Source: an optimization exercise on an open RTL-to-GDS flow (aim: small area). Production flows keep margins and buffers that such runs may drop.
Where RTL was checked, it was by simulation tests only, not by an equivalence proof against the original.
Power and IR drop assume default switching activity.

north:
## opl2
module opl2(
  clk,
  reset,
  opl2_we,
  opl2_data,
  opl2_adr,
  kon,
  channel_a,
  channel_b,
  sample_clk,
  sample_clk_128
  );
Size: roughly 7,900 cells after synthesis, ~62 I/O pins, roughly 90,000 um^2 of cells after synthesis.
==> flow/config.mk <==
export PLATFORM = sky130hd
export DESIGN_NAME = opl2
export DESIGN_NICKNAME = opl2
export VERILOG_FILES = /design/flow/design.v
export SDC_FILE = /design/flow/constraint.sdc
export NUM_CORES = 8
export LEC_CHECK = 0
export ABC_AREA = 1
export CAP_MARGIN = 20
export CORE_MARGIN = 2
export CORE_UTILIZATION = 65
export CTS_BUF_LIST = sky130_fd_sc_hd__clkbuf_16
export CTS_CLUSTER_DIAMETER = 100
export CTS_CLUSTER_SIZE = 22
export PLACE_DENSITY = 0.75
export SLEW_MARGIN = 20
==> flow/constraint.sdc <==
create_clock -name core_clock -period 15.0 [get_ports {clk}]
set_input_delay 3.0000 -clock core_clock [delete_from_list [all_inputs] [get_ports {clk}]]
set_output_delay 3.0000 -clock core_clock [all_outputs]
set_load 0.01 [all_outputs]
standard.sh (not shown) runs the stock make flow with config.mk's settings and CLKGATE_MAP_FILE= SYNTH_SCRIPT=/design/flow/synth_recipe.tcl, a recipe that flattens the netlist after the stock synthesis.
==> flow/flow/run.sh <==
#!/bin/bash
# Layout flow: the standard synthesis, then the combinational logic of the
# synthesized netlist is remapped for area (the flip-flops are left exactly as
# the standard synthesis made them), then the standard layout steps.
set -euo pipefail
W=$PWD
R=$W/orfs/results/$FLOW_PLATFORM/opl2/base
LIB=$FLOW_HOME/platforms/$FLOW_PLATFORM/lib/sky130_fd_sc_hd__tt_025C_1v80.lib

bash standard.sh synth > $W/std_synth.log 2>&1

python3 $W/flow/splitlib.py $LIB $W/seq.lib $W/comb.lib > $W/splitlib.log 2>&1
cp $R/1_2_yosys.v $W/std_1_2_yosys.v
DU=""
for c in $(cat $W/flow/dont_use.txt); do DU="$DU -dont_use $c"; done
cat > $W/remap.ys <<EOS
read_liberty -lib $W/seq.lib
read_liberty -ignore_miss_func $W/comb.lib
read_verilog $W/std_1_2_yosys.v
hierarchy -top $FLOW_TOP
flatten
opt_clean
abc -script $W/flow/abc_area.scr -liberty $LIB $DU
opt_clean -purge
read_liberty -lib -ignore_redef $LIB
hilomap -singleton -hicell sky130_fd_sc_hd__conb_1 HI -locell sky130_fd_sc_hd__conb_1 LO
insbuf -buf sky130_fd_sc_hd__buf_4 A X
opt_clean -purge
tee -o $W/remap_stat.txt stat -liberty $LIB
check -assert -mapped
write_verilog -noattr -nohex -nodec $W/remap_1_2_yosys.v
EOS
yosys -s $W/remap.ys > $W/remap.log 2>&1
cp $W/remap_1_2_yosys.v $R/1_2_yosys.v
touch $R/1_2_yosys.v

bash standard.sh > $W/std_layout.log 2>&1
Other scripts of this flow, unchanged in this note and not shown: flow/flow/abc_area.scr, flow/flow/dont_use.txt, flow/flow/splitlib.py
north finished every stage and its layout cleared the timing, DRC and antenna checks.
### north -> south
Settings: CTS_CLUSTER_SIZE changed from 22 to 30.
==> run summary <==
Every stage of the flow completed for south, and the final layout passed the timing, DRC and antenna checks. Looking at fraction of met1 tracks used by global routing, south sits below north. south: number of vias in the routed layout 425 below north. ~same post-placement cell area in south and north. Compared with north, south shows a higher normalized max-slew margin. south vs north, final cycle utilization of the critical path went up by 0.35 points. Worst hold slack (lower): south. Number of placed instances, taps included came out exactly the same in south and north.
The following lists how east was set up differently from south:
Settings: CTS_CLUSTER_SIZE changed from 30 to 26.
==> comparison <==
- east vs south — post-route minimum period rose 0.0053 ns.
- Clock network fraction of design power: east vs south up 1.3 points
- When the final numbers for east and south were put side by side, the fraction of final layout cells sized beyond drive strength 1 turned out to be smaller in south.
- On count of clock-buffer cells in the layout: east sits above south.
- On part of the cycle the worst path needs, east and south are neck and neck.
- Via count delta (east − south): unfavourable
- Taking south as 1.0, east lands at 1.09 on met3 layer wire length in the routed design.
- | cell count | south vs east | ≈ equal |
Function was not checked in any run of this note: the RTL went through the layout flow alone.


Another version of the RTL of opl2 (not shown whole).
Size in the first run: about 9500 cells after synthesis, about 62 I/O pins, about 110000 um2 of cells after synthesis.
make LEC_CHECK=0 CAP_MARGIN=20 CORE_MARGIN=2 CORE_UTILIZATION=55 CTS_BUF_LIST=sky130_fd_sc_hd__clkbuf_16 CTS_CLUSTER_DIAMETER=100 CTS_CLUSTER_SIZE=30 PLACE_DENSITY=0.7 SLEW_MARGIN=20 finish   # period 15.0 ns
run.sh (not shown) runs the stock make flow with config.mk's settings and CLKGATE_MAP_FILE= SYNTH_SCRIPT=/design/flow/synth_recipe.tcl, a recipe that flattens the netlist after the stock synthesis.
Stock flow here: none of the scripts above is used.
==> next run, changes <==
ABC_AREA = 1   (was unset)
CTS_CLUSTER_SIZE = 24   (was 30)
Result:
- worst setup slack gets better by 0.64 ns
- core utilization climbs by 0.77 points
- non-clock buffer count goes down by 9
- power is higher by 16%
- die area goes down by 5.5%
- clock power rose by 9.4%
- synthesized area fell by 5.5%
- final area drops by 4.6%
- global-route usage rose by 0.50 points
==> next run, changes <==
CORE_UTILIZATION = 65   (was 55)
CTS_CLUSTER_SIZE = 30   (was 24)
PLACE_DENSITY = 0.75   (was 0.7)
Result: The changed run passed the timing, DRC and antenna checks; total power goes down by 2.3%; worst hold slack gets worse by 0.021 ns; sequential share of layout area goes up by 0.78 points; flip-flop and latch count is unchanged; design area came out lower by 1.3%; clock-buffer cell count came out lower by 34; worst setup slack loses 0.21 ns; via count barely changes; non-clock buffer count went down by 9; core utilization goes up by 9.6 points.
==> next run, changes <==
CORE_UTILIZATION = 55   (was 65)
CTS_CLUSTER_DIAMETER = 120   (was 100)
CTS_CLUSTER_SIZE = 28   (was 30)
PLACE_DENSITY = 0.7   (was 0.75)
What happened: The new run produced a clean layout. Final cell count grows by a few percent. Worst setup slack is better by 0.13 ns. Non-clock buffer count grows by 9. Clock skew shrinks by 0.013 ns. Die area grows by about a fifth. Count of clock-buffer cells in the layout grows by 4. Final area grows slightly. Sequential power stays flat. Worst hold slack is better by 0.011 ns. Via count shrinks slightly.


opl2, a different RTL version from the one above (not shown whole).
Size in the first run: ~8,100 cells after synthesis, roughly 3,000 flip-flops, about 62 I/O pins.
clock: 15.0 ns
lec_check: 0
abc_area: 1
cap_margin: 20
core_margin: 2
core_utilization: 60
cts_buf_list: sky130_fd_sc_hd__clkbuf_16
cts_cluster_diameter: 60
cts_cluster_size: 26
slew_margin: 20
Edit:
- CORE_UTILIZATION: 60 -> 40
- CTS_BUF_LIST: sky130_fd_sc_hd__clkbuf_16 -> unset
- CTS_CLUSTER_DIAMETER: 60 -> unset
- CTS_CLUSTER_SIZE: 26 -> unset
Final cell count came out higher by 13%. Wire length came out higher by 6.2%. Register-to-register slack degrades by 0.09 ns.
Edit:
- CORE_UTILIZATION: 40 -> 65
Count of clock-buffer cells in the layout goes down by 15.
Setup slack got worse by 0.16 ns.
Register-to-register slack is worse by 0.16 ns.
Edit:
- CORE_UTILIZATION: 65 -> 60
- CTS_BUF_LIST: unset -> sky130_fd_sc_hd__clkbuf_16
- CTS_CLUSTER_DIAMETER: unset -> 80
- CTS_CLUSTER_SIZE: unset -> 30
=>
- clock-buffer cell count goes down by 263
- clock skew goes up by 0.041 ns
- via count goes down by a few percent
- cell count goes down slightly
- non-clock buffer count goes up by 19
- design area goes down by a few percent
- worst hold slack loses 0.0063 ns
- wire length goes down by a few percent
- core utilization goes down by 8.7 points
- combinational power stays flat


Another version of the RTL of opl2 (not shown whole).
For scale: roughly 8300 cells after synthesis, roughly 89000 um2 of cells after synthesis.
export LEC_CHECK = 0
export ABC_AREA = 1
export CAP_MARGIN = 20
export CORE_MARGIN = 2
export CORE_UTILIZATION = 65
export CTS_BUF_LIST = sky130_fd_sc_hd__clkbuf_16
export CTS_CLUSTER_DIAMETER = 100
export CTS_CLUSTER_SIZE = 26
export PLACE_DENSITY = 0.75
export SLEW_MARGIN = 20
create_clock -name core_clock -period 15.0 [get_ports {clk}]
standard.sh (not shown) runs the stock make flow with config.mk's settings and CLKGATE_MAP_FILE= SYNTH_SCRIPT=/design/flow/synth_recipe.tcl, a recipe that flattens the netlist after the stock synthesis.
==> flow/flow/abc_area.scr <==
strash
dch
amap
strash
dch
amap
strash
dch
amap
topo
==> flow/flow/dont_use.txt <==
sky130_fd_sc_hd__probe_p_8
sky130_fd_sc_hd__probec_p_8
sky130_fd_sc_hd__lpflow_bleeder_1
sky130_fd_sc_hd__lpflow_clkbufkapwr_1
sky130_fd_sc_hd__lpflow_clkbufkapwr_16
sky130_fd_sc_hd__lpflow_clkbufkapwr_2
sky130_fd_sc_hd__lpflow_clkbufkapwr_4
sky130_fd_sc_hd__lpflow_clkbufkapwr_8
sky130_fd_sc_hd__lpflow_clkinvkapwr_1
sky130_fd_sc_hd__lpflow_clkinvkapwr_16
sky130_fd_sc_hd__lpflow_clkinvkapwr_2
sky130_fd_sc_hd__lpflow_clkinvkapwr_4
sky130_fd_sc_hd__lpflow_clkinvkapwr_8
sky130_fd_sc_hd__lpflow_decapkapwr_12
sky130_fd_sc_hd__lpflow_decapkapwr_3
sky130_fd_sc_hd__lpflow_decapkapwr_4
sky130_fd_sc_hd__lpflow_decapkapwr_6
sky130_fd_sc_hd__lpflow_decapkapwr_8
sky130_fd_sc_hd__lpflow_inputiso0n_1
sky130_fd_sc_hd__lpflow_inputiso0p_1
sky130_fd_sc_hd__lpflow_inputiso1n_1
sky130_fd_sc_hd__lpflow_inputiso1p_1
sky130_fd_sc_hd__lpflow_inputisolatch_1
sky130_fd_sc_hd__lpflow_isobufsrc_1
sky130_fd_sc_hd__lpflow_isobufsrc_16
sky130_fd_sc_hd__lpflow_isobufsrc_2
sky130_fd_sc_hd__lpflow_isobufsrc_4
sky130_fd_sc_hd__lpflow_isobufsrc_8
sky130_fd_sc_hd__lpflow_isobufsrckapwr_16
sky130_fd_sc_hd__lpflow_lsbuf_lh_hl_isowell_tap_1
sky130_fd_sc_hd__lpflow_lsbuf_lh_hl_isowell_tap_2
sky130_fd_sc_hd__lpflow_lsbuf_lh_hl_isowell_tap_4
sky130_fd_sc_hd__lpflow_lsbuf_lh_isowell_4
sky130_fd_sc_hd__lpflow_lsbuf_lh_isowell_tap_1
sky130_fd_sc_hd__lpflow_lsbuf_lh_isowell_tap_2
sky130_fd_sc_hd__lpflow_lsbuf_lh_isowell_tap_4
==> flow/flow/splitlib.py <==
# Split a Liberty file into its sequential cells (ff/latch/statetable) and its
# combinational cells, so that the combinational part of a mapped netlist can be
# read as logic and remapped while the flip-flops stay as they are.
import re, sys
lib = open(sys.argv[1]).read()
first = lib.index('cell (')
hdr = lib[:first]
cells = []
i = first
while True:
    j = lib.find('cell (', i)
    if j < 0:
        break
    p = lib.index('{', j)
    depth = 0
    while True:
        if lib[p] == '{':
            depth += 1
        elif lib[p] == '}':
            depth -= 1
            if depth == 0:
                break
        p += 1
    cells.append(lib[j:p + 1])
    i = p + 1
seq = [c for c in cells if re.search(r'\b(ff|latch|statetable)\s*\(', c)]
comb = [c for c in cells if not re.search(r'\b(ff|latch|statetable)\s*\(', c)]
open(sys.argv[2], 'w').write(hdr + '\n'.join(seq) + '\n}\n')
open(sys.argv[3], 'w').write(hdr + '\n'.join(comb) + '\n}\n')
print(len(seq), 'sequential cells,', len(comb), 'combinational cells')
Scripts as last shown in full above: flow/flow/run.sh
The first run produced a clean layout.
==> next run, changes <==
- CORE_UTILIZATION: 65 -> 72
- PLACE_DENSITY: 0.75 -> 0.8
What happened: The new run completed with no timing, DRC or antenna violations. Critical path depth is lower by 1. Design area is lower by 0.32%. Non-clock buffer count is higher by 5. Area after synthesis does not change. Wire length is higher by 11%. Cell count is lower by 1.5%. Via count is higher by 6.2%.

-- port drivers added, routing unchanged --
In the flow no input, the clock included, has a driving cell. The finished layouts below were timed again as built, in two steps. Step 1 sets driving cells, clkbuf_16 on the clock port and buf_2 on the other inputs (assumed; they add their load-dependent delay and slew). Step 2 moves the port delays by t, midway between the first and last clock arrival at a register: inputs arrive t later, outputs are due t later. That takes back most of the time a late clock gives input paths. Slacks: no drivers / after step 1 / after step 2; pairs: no drivers / after step 1.
| run | t, ns | setup slack, ns | worst setup path at the end | latest minus earliest clock arrival (ns) | worst register clock-pin slew, ns |
|---|---|---|---|---|---|
| north | 0.892 | 1.569 / 1.569 / 1.569 | register to register | 0.054 / 0.054 | 0.10 / 0.10 |
| south | 0.869 | 1.516 / 1.516 / 1.516 | register to register | 0.089 / 0.089 | 0.12 / 0.12 |
| east | 0.879 | 1.511 / 1.511 / 1.511 | register to register | 0.045 / 0.045 | 0.11 / 0.11 |
| the first run of note 2 | 0.897 | 1.296 / 1.296 / 1.296 | register to register | 0.073 / 0.072 | 0.12 / 0.12 |
| the second run of note 2 | 0.902 | 1.936 / 1.936 / 1.936 | register to register | 0.054 / 0.054 | 0.11 / 0.11 |
| the third run of note 2 | 0.861 | 1.728 / 1.728 / 1.728 | register to register | 0.084 / 0.084 | 0.12 / 0.12 |
| the fourth run of note 2 | 0.914 | 1.855 / 1.855 / 1.855 | register to register | 0.084 / 0.084 | 0.12 / 0.12 |
| the first run of note 3 | 0.913 | 1.266 / 1.266 / 1.266 | register to register | 0.049 / 0.049 | 0.10 / 0.10 |
| the second run of note 3 | 1.018 | 1.177 / 1.177 / 1.177 | register to register | 0.098 / 0.097 | 0.07 / 0.07 |
| the third run of note 3 | 0.990 | 1.022 / 1.022 / 1.022 | register to register | 0.081 / 0.081 | 0.07 / 0.07 |
| the fourth run of note 3 | 0.883 | 1.219 / 1.219 / 1.219 | register to register | 0.122 / 0.122 | 0.12 / 0.12 |
| the first run of note 4 | 0.870 | 1.520 / 1.520 / 1.520 | register to register | 0.065 / 0.066 | 0.11 / 0.11 |
| the second run of note 4 | 0.893 | 1.311 / 1.311 / 1.311 | register to register | 0.060 / 0.061 | 0.11 / 0.11 |
After both steps setup and hold are still met in every run listed.
